Context: an optimization exercise on an open-source flow, tuned for small area and a short achievable clock period. The choices shown serve that exercise and are no tape-out recipe. At most, simulation tests tie the RTL to the original design; equivalence was not proved. Power and IR drop assume default switching activity.

==> flow/design.v <==
module arm (
    input  logic        clk, rst,
    input  logic [31:0] InstrF,
    input  logic [31:0] ReadDataM,
    output logic [31:0] WriteDataM,
    output logic [31:0] PCF, ALUOutM,
    output logic        MemWriteM
);
    logic        rst_q;
    logic [31:0] InstrD;
    logic [31:0] RD1E, RD2E;
    logic [11:0] Imm12E;
    logic [3:0]  WA3E, CondE;
    logic        BrE, MemToRegE, MemWriteE, RegWriteE, FlagWriteE, StrE;
    logic [1:0]  ALUControlE;
    logic [1:0]  FlagsE;                  
    logic        ZPendE;                  
    logic        fAM, fAW;                
    logic        fBM, fBW;                
    logic        fBMs, fBWs;              
    logic        kB;                      
    logic [3:0]  WA3M;
    logic        PCSrcM, RegWriteM, MemToRegM;
    logic [31:0] ResultW;
    logic [3:0]  WA3W;
    logic        PCSrcW, RegWriteW;
    logic [31:0] rf [0:14];
    logic [7:0] op;
    assign op = InstrD[27:20];
    logic isADD, isSUB, isAND, isORR, isLDR, isSTR, isB;
    assign isADD = (op[7:6] == 2'b00) & (op[4:0] == 5'b01000);
    assign isSUB = (op[7:6] == 2'b00) & (op[4:1] == 4'b0010);
    assign isAND = (op == 8'b0000_0000);
    assign isORR = (op == 8'b0001_1000);
    assign isLDR = (op == 8'b0101_1001);
    assign isSTR = (op == 8'b0101_1000);
    assign isB   = (op[7:4] == 4'b1010);
    logic RegWriteD, FlagWriteD, ImmD;
    logic [1:0] ALUControlD;
    assign RegWriteD   = isADD | isSUB | isAND | isORR | isLDR | isB;
    assign FlagWriteD  = isSUB & InstrD[20];
    assign ALUControlD = {isAND | isORR, isSUB | isORR};
    assign ImmD        = ((isADD | isSUB) & InstrD[25]) | isLDR | isB;
    logic [3:0] RA1D, RA2D;
    logic [7:0] opF;
    logic       isBF, isMemF;
    logic [3:0] RA1F, RA2F;
    assign opF    = InstrF[27:20];
    assign isBF   = (opF[7:4] == 4'b1010);
    assign isMemF = (opF[7:1] == 7'b0101_100);
    assign RA1F   = isBF ? 4'd15 : InstrF[19:16];
    assign RA2F   = isMemF ? InstrF[15:12] : InstrF[3:0];
    logic [31:0] ExtImmD;
    always_comb begin
        if (isLDR)           ExtImmD = {20'b0, InstrD[11:0]};
        else if (isB)        ExtImmD = {{6{InstrD[23]}}, InstrD[23:0], 2'b00};
        else                 ExtImmD = {{24{InstrD[7]}}, InstrD[7:0]};
    end
    logic ZE;
    assign ZE = ZPendE ? (ALUOutM == 32'd0) : FlagsE[0];
    logic CondExE;
    always_comb begin
        case (CondE)
            4'b1110: CondExE = 1'b1;
            4'b0000: CondExE = ZE;
            4'b0001: CondExE = ~ZE;
            4'b1010: CondExE = ~FlagsE[1];
            4'b1100: CondExE = ~FlagsE[1] & ~ZE;
            4'b1101: CondExE = FlagsE[1] | ZE;
            4'b1011: CondExE = FlagsE[1];
            default: CondExE = 1'b0;
        endcase
    end
    logic BranchTakenE, ldrStallD, StallF, FlushD, FlushE;
    assign BranchTakenE = CondExE & BrE;
    assign ldrStallD = MemToRegE & ((RA1D == WA3E) | (RA2D == WA3E));
    assign StallF    = ldrStallD | isB | BrE | PCSrcM;
    assign FlushD    = isB | BrE | PCSrcM | PCSrcW;
    assign FlushE    = ldrStallD | BranchTakenE;
    logic RegWriteMn;
    assign RegWriteMn = CondExE & RegWriteE;
    logic mEA, mMA, mEB, mMB, nAM, nAW, nBM, nBW;
    assign mEA = RegWriteE & (RA1D == WA3E);
    assign mMA = RegWriteM & (RA1D == WA3M);
    assign mEB = RegWriteE & (RA2D == WA3E);
    assign mMB = RegWriteM & (RA2D == WA3M);
    assign nAM = CondExE & mEA;
    assign nAW = ~nAM & mMA;
    assign nBM = CondExE & mEB;
    assign nBW = ~nBM & mMB;
    logic [31:0] PCPlus4F, PCPlus8F, PCNext, R15D;
    assign PCPlus4F = PCF + 32'd4;
    assign PCPlus8F = PCF + 32'd8;
    assign PCNext   = StallF ? PCF : (PCSrcW ? ResultW : PCPlus4F);
    assign R15D     = isB ? PCPlus4F : PCPlus8F;
    logic [14:0] dA, dB;
    logic [31:0] RD1D, RD2D;
    always_comb begin
        RD1D = {32{(RA1D == 4'd15) & ~mMA}} & R15D;
        RD2D = ImmD ? ExtImmD : ({32{(RA2D == 4'd15) & ~mMB}} & R15D);
        for (int i = 0; i < 15; i++) begin
            dA[i] = (RA1D == i[3:0]) & ~mMA;
            dB[i] = (RA2D == i[3:0]) & ~mMB & ~ImmD;
            RD1D = RD1D | ({32{dA[i]}} & rf[i]);
            RD2D = RD2D | ({32{dB[i]}} & rf[i]);
        end
    end
    always_ff @(posedge clk) begin
        rst_q <= rst;
        PCF   <= rst ? '0 : PCNext;
    end
    always_ff @(posedge clk) begin
        if (rst | FlushD) begin
            InstrD <= '0;
            RA1D   <= 4'd0;
            RA2D   <= 4'd0;
        end else if (!ldrStallD) begin
            InstrD <= InstrF;
            RA1D   <= RA1F;
            RA2D   <= RA2F;
        end
    end
    always_ff @(posedge clk) begin
        if (rst | FlushE) begin
            BrE        <= 1'b0;
            MemToRegE  <= 1'b0;
            MemWriteE  <= 1'b0;
            RegWriteE  <= 1'b0;
            FlagWriteE <= 1'b0;
            FlagsE     <= 2'b00;
            ZPendE     <= 1'b0;
        end else begin
            BrE        <= isB;
            MemToRegE  <= isLDR;
            MemWriteE  <= isSTR;
            RegWriteE  <= RegWriteD;
            FlagWriteE <= FlagWriteD;
            ZPendE     <= FlagWriteE;
            if (FlagWriteE) FlagsE[1] <= SumE[31];
            else            FlagsE[0] <= ZE;
        end
    end
    always_ff @(posedge clk) begin
        RD1E        <= RD1D;
        RD2E        <= RD2D;
        Imm12E      <= InstrD[11:0];
        StrE        <= isSTR;
        WA3E        <= InstrD[15:12];
        CondE       <= InstrD[31:28];
        ALUControlE <= ALUControlD;
        fAM  <= nAM; fAW  <= nAW;
        fBM  <= nBM; fBW  <= nBW;
        fBMs <= nBM & ~ImmD & ~isSTR;
        fBWs <= nBW & ~ImmD & ~isSTR;
        kB   <= ImmD | (~isSTR & ~nBM);
    end
    logic [31:0] SrcAE, WriteDataE, SrcBE, SumE, ALUResultE;
    logic SubE;
    assign SrcAE      = ({32{~fAM}} & RD1E) | ({32{fAM}} & ALUOutM) | ({32{fAW}} & ResultW);
    assign WriteDataE = ({32{~fBM}} & RD2E) | ({32{fBM}} & ALUOutM) | ({32{fBW}} & ResultW);
    assign SrcBE      = ({32{kB}} & RD2E) | ({32{fBMs}} & ALUOutM) | ({32{fBWs}} & ResultW)
                      | ({32{StrE}} & {20'b0, Imm12E});
    assign SubE = ALUControlE == 2'b01;
    logic [32:0] sum33;
    assign sum33 = {SrcAE, 1'b1} + {SrcBE ^ {32{SubE}}, SubE};
    assign SumE  = sum33[32:1];
    always_comb begin
        case (ALUControlE)
            2'b10:   ALUResultE = SrcAE & SrcBE;
            2'b11:   ALUResultE = SrcAE | SrcBE;
            default: ALUResultE = SumE;
        endcase
    end
    always_ff @(posedge clk) begin
        if (rst) begin
            PCSrcM    <= 1'b0;
            RegWriteM <= 1'b0;
            MemWriteM <= 1'b0;
        end else begin
            PCSrcM    <= BranchTakenE;
            RegWriteM <= RegWriteMn;
            MemWriteM <= CondExE & MemWriteE;
        end
    end
    always_ff @(posedge clk) begin
        MemToRegM  <= MemToRegE;
        WA3M       <= WA3E;
        ALUOutM    <= ALUResultE;
        WriteDataM <= WriteDataE;
    end
    always_ff @(posedge clk) begin
        if (rst) begin
            PCSrcW    <= 1'b0;
            RegWriteW <= 1'b0;
        end else begin
            PCSrcW    <= PCSrcM;
            RegWriteW <= RegWriteM;
        end
    end
    always_ff @(posedge clk) begin
        WA3W    <= WA3M;
        ResultW <= MemToRegM ? ReadDataM : ALUOutM;
    end
    logic [31:0] wdg;
    logic [14:0] we;
    assign wdg = ResultW & {32{~rst_q}};
    always_comb
        for (int i = 0; i < 15; i++)
            we[i] = rst_q | (RegWriteW & (WA3W == i[3:0]));
    always_ff @(posedge clk)
        for (int i = 0; i < 15; i++)
            if (we[i]) rf[i] <= wdg;
endmodule
clock: 16.0 ns
lec_check: 0
cap_margin: 20
core_margin: 2
core_utilization: 60
place_density: 0.72
slew_margin: 20
standard.sh (not shown) runs the stock make flow with config.mk's settings and CLKGATE_MAP_FILE= SYNTH_SCRIPT=/design/flow/synth_recipe.tcl, a recipe that flattens the netlist after the stock synthesis.
==> flow/flow/run.sh <==
#!/bin/bash
# Own flow: the standard layout (standard.sh: unchanged synthesis and
# steps). Timing repair is asked to keep a setup margin, so that the resizer
# works on the paths that set the achieved period; ports get buf_2 buffers
# instead of delay cells; clock tree synthesis adds no dummy loads. The SDC
# and the clock period are the design's.
set -o pipefail
bash standard.sh SETUP_SLACK_MARGIN=11.8 \
  "BUFFER_PORTS_ARGS=-buffer_cell sky130_fd_sc_hd__buf_2" \
  "CTS_ARGS=-sink_clustering_enable -repair_clock_nets -dont_use_dummy_load" \
  finish > standard.log 2>&1
Rerun with:
--- a/flow/design.v
+++ b/flow/design.v
@@ -42,14 +42,8 @@
     assign ALUControlD = {isAND | isORR, isSUB | isORR};
     assign ImmD        = ((isADD | isSUB) & InstrD[25]) | isLDR | isB;
     logic [3:0] RA1D, RA2D;
-    logic [7:0] opF;
-    logic       isBF, isMemF;
-    logic [3:0] RA1F, RA2F;
-    assign opF    = InstrF[27:20];
-    assign isBF   = (opF[7:4] == 4'b1010);
-    assign isMemF = (opF[7:1] == 7'b0101_100);
-    assign RA1F   = isBF ? 4'd15 : InstrF[19:16];
-    assign RA2F   = isMemF ? InstrF[15:12] : InstrF[3:0];
+    assign RA1D = isB ? 4'd15 : InstrD[19:16];
+    assign RA2D = (isLDR | isSTR) ? InstrD[15:12] : InstrD[3:0];
     logic [31:0] ExtImmD;
     always_comb begin
         if (isLDR)           ExtImmD = {20'b0, InstrD[11:0]};
@@ -110,15 +104,8 @@
         PCF   <= rst ? '0 : PCNext;
     end
     always_ff @(posedge clk) begin
-        if (rst | FlushD) begin
-            InstrD <= '0;
-            RA1D   <= 4'd0;
-            RA2D   <= 4'd0;
-        end else if (!ldrStallD) begin
-            InstrD <= InstrF;
-            RA1D   <= RA1F;
-            RA2D   <= RA2F;
-        end
+        if (rst | FlushD)       InstrD <= '0;
+        else if (!ldrStallD)    InstrD <= InstrF;
     end
     always_ff @(posedge clk) begin
         if (rst | FlushE) begin
=> Combinational power stays flat. First-iteration DRC count climbs by about a fifth. Power hardly moves. Global-route usage grows by 2.3 points. Critical path depth is unchanged. Routed wire length grows by a few percent. Sequential power hardly moves. Sequential share of layout area is about the same. Setup slack got worse by 0.034 ns. Design area falls slightly. Area after synthesis falls slightly. Register-to-register slack loses 0.08 ns. Die area decreases slightly.
No functional check of the RTL was part of the first run of this note.

-- separate check: timing with driven ports --
In the flow no input, the clock included, has a driving cell. The finished layouts below were timed again as built, in two steps.
Step 1 (the two cells are an assumption about what drives the block):
set clk [get_ports {clk}]
set_driving_cell -lib_cell sky130_fd_sc_hd__clkbuf_16 $clk
set_driving_cell -lib_cell sky130_fd_sc_hd__buf_2 [delete_from_list [all_inputs] $clk]
Step 2 moves the port delays by t, midway between the first and last clock arrival at a register: inputs arrive t later, outputs are due t later. That takes back most of the time a late clock gives input paths.
a / b / c = ideal ports / drivers / drivers and shift; a / b = the first two.
run | shift t [ns] | setup slack, ns | worst setup path after step 2 | worst slew at a driven data input, ns
the first run | 0.676 | 11.707 / 11.642 / 11.278 | input to register | 0.04
the second run | 0.688 | 11.673 / 11.608 / 11.253 | input to register | 0.05
After both steps setup and hold are still met in every run listed. The setup slack of the first run, which loses most, moves by -0.065 ns with the drivers and by -0.429 ns with both steps.
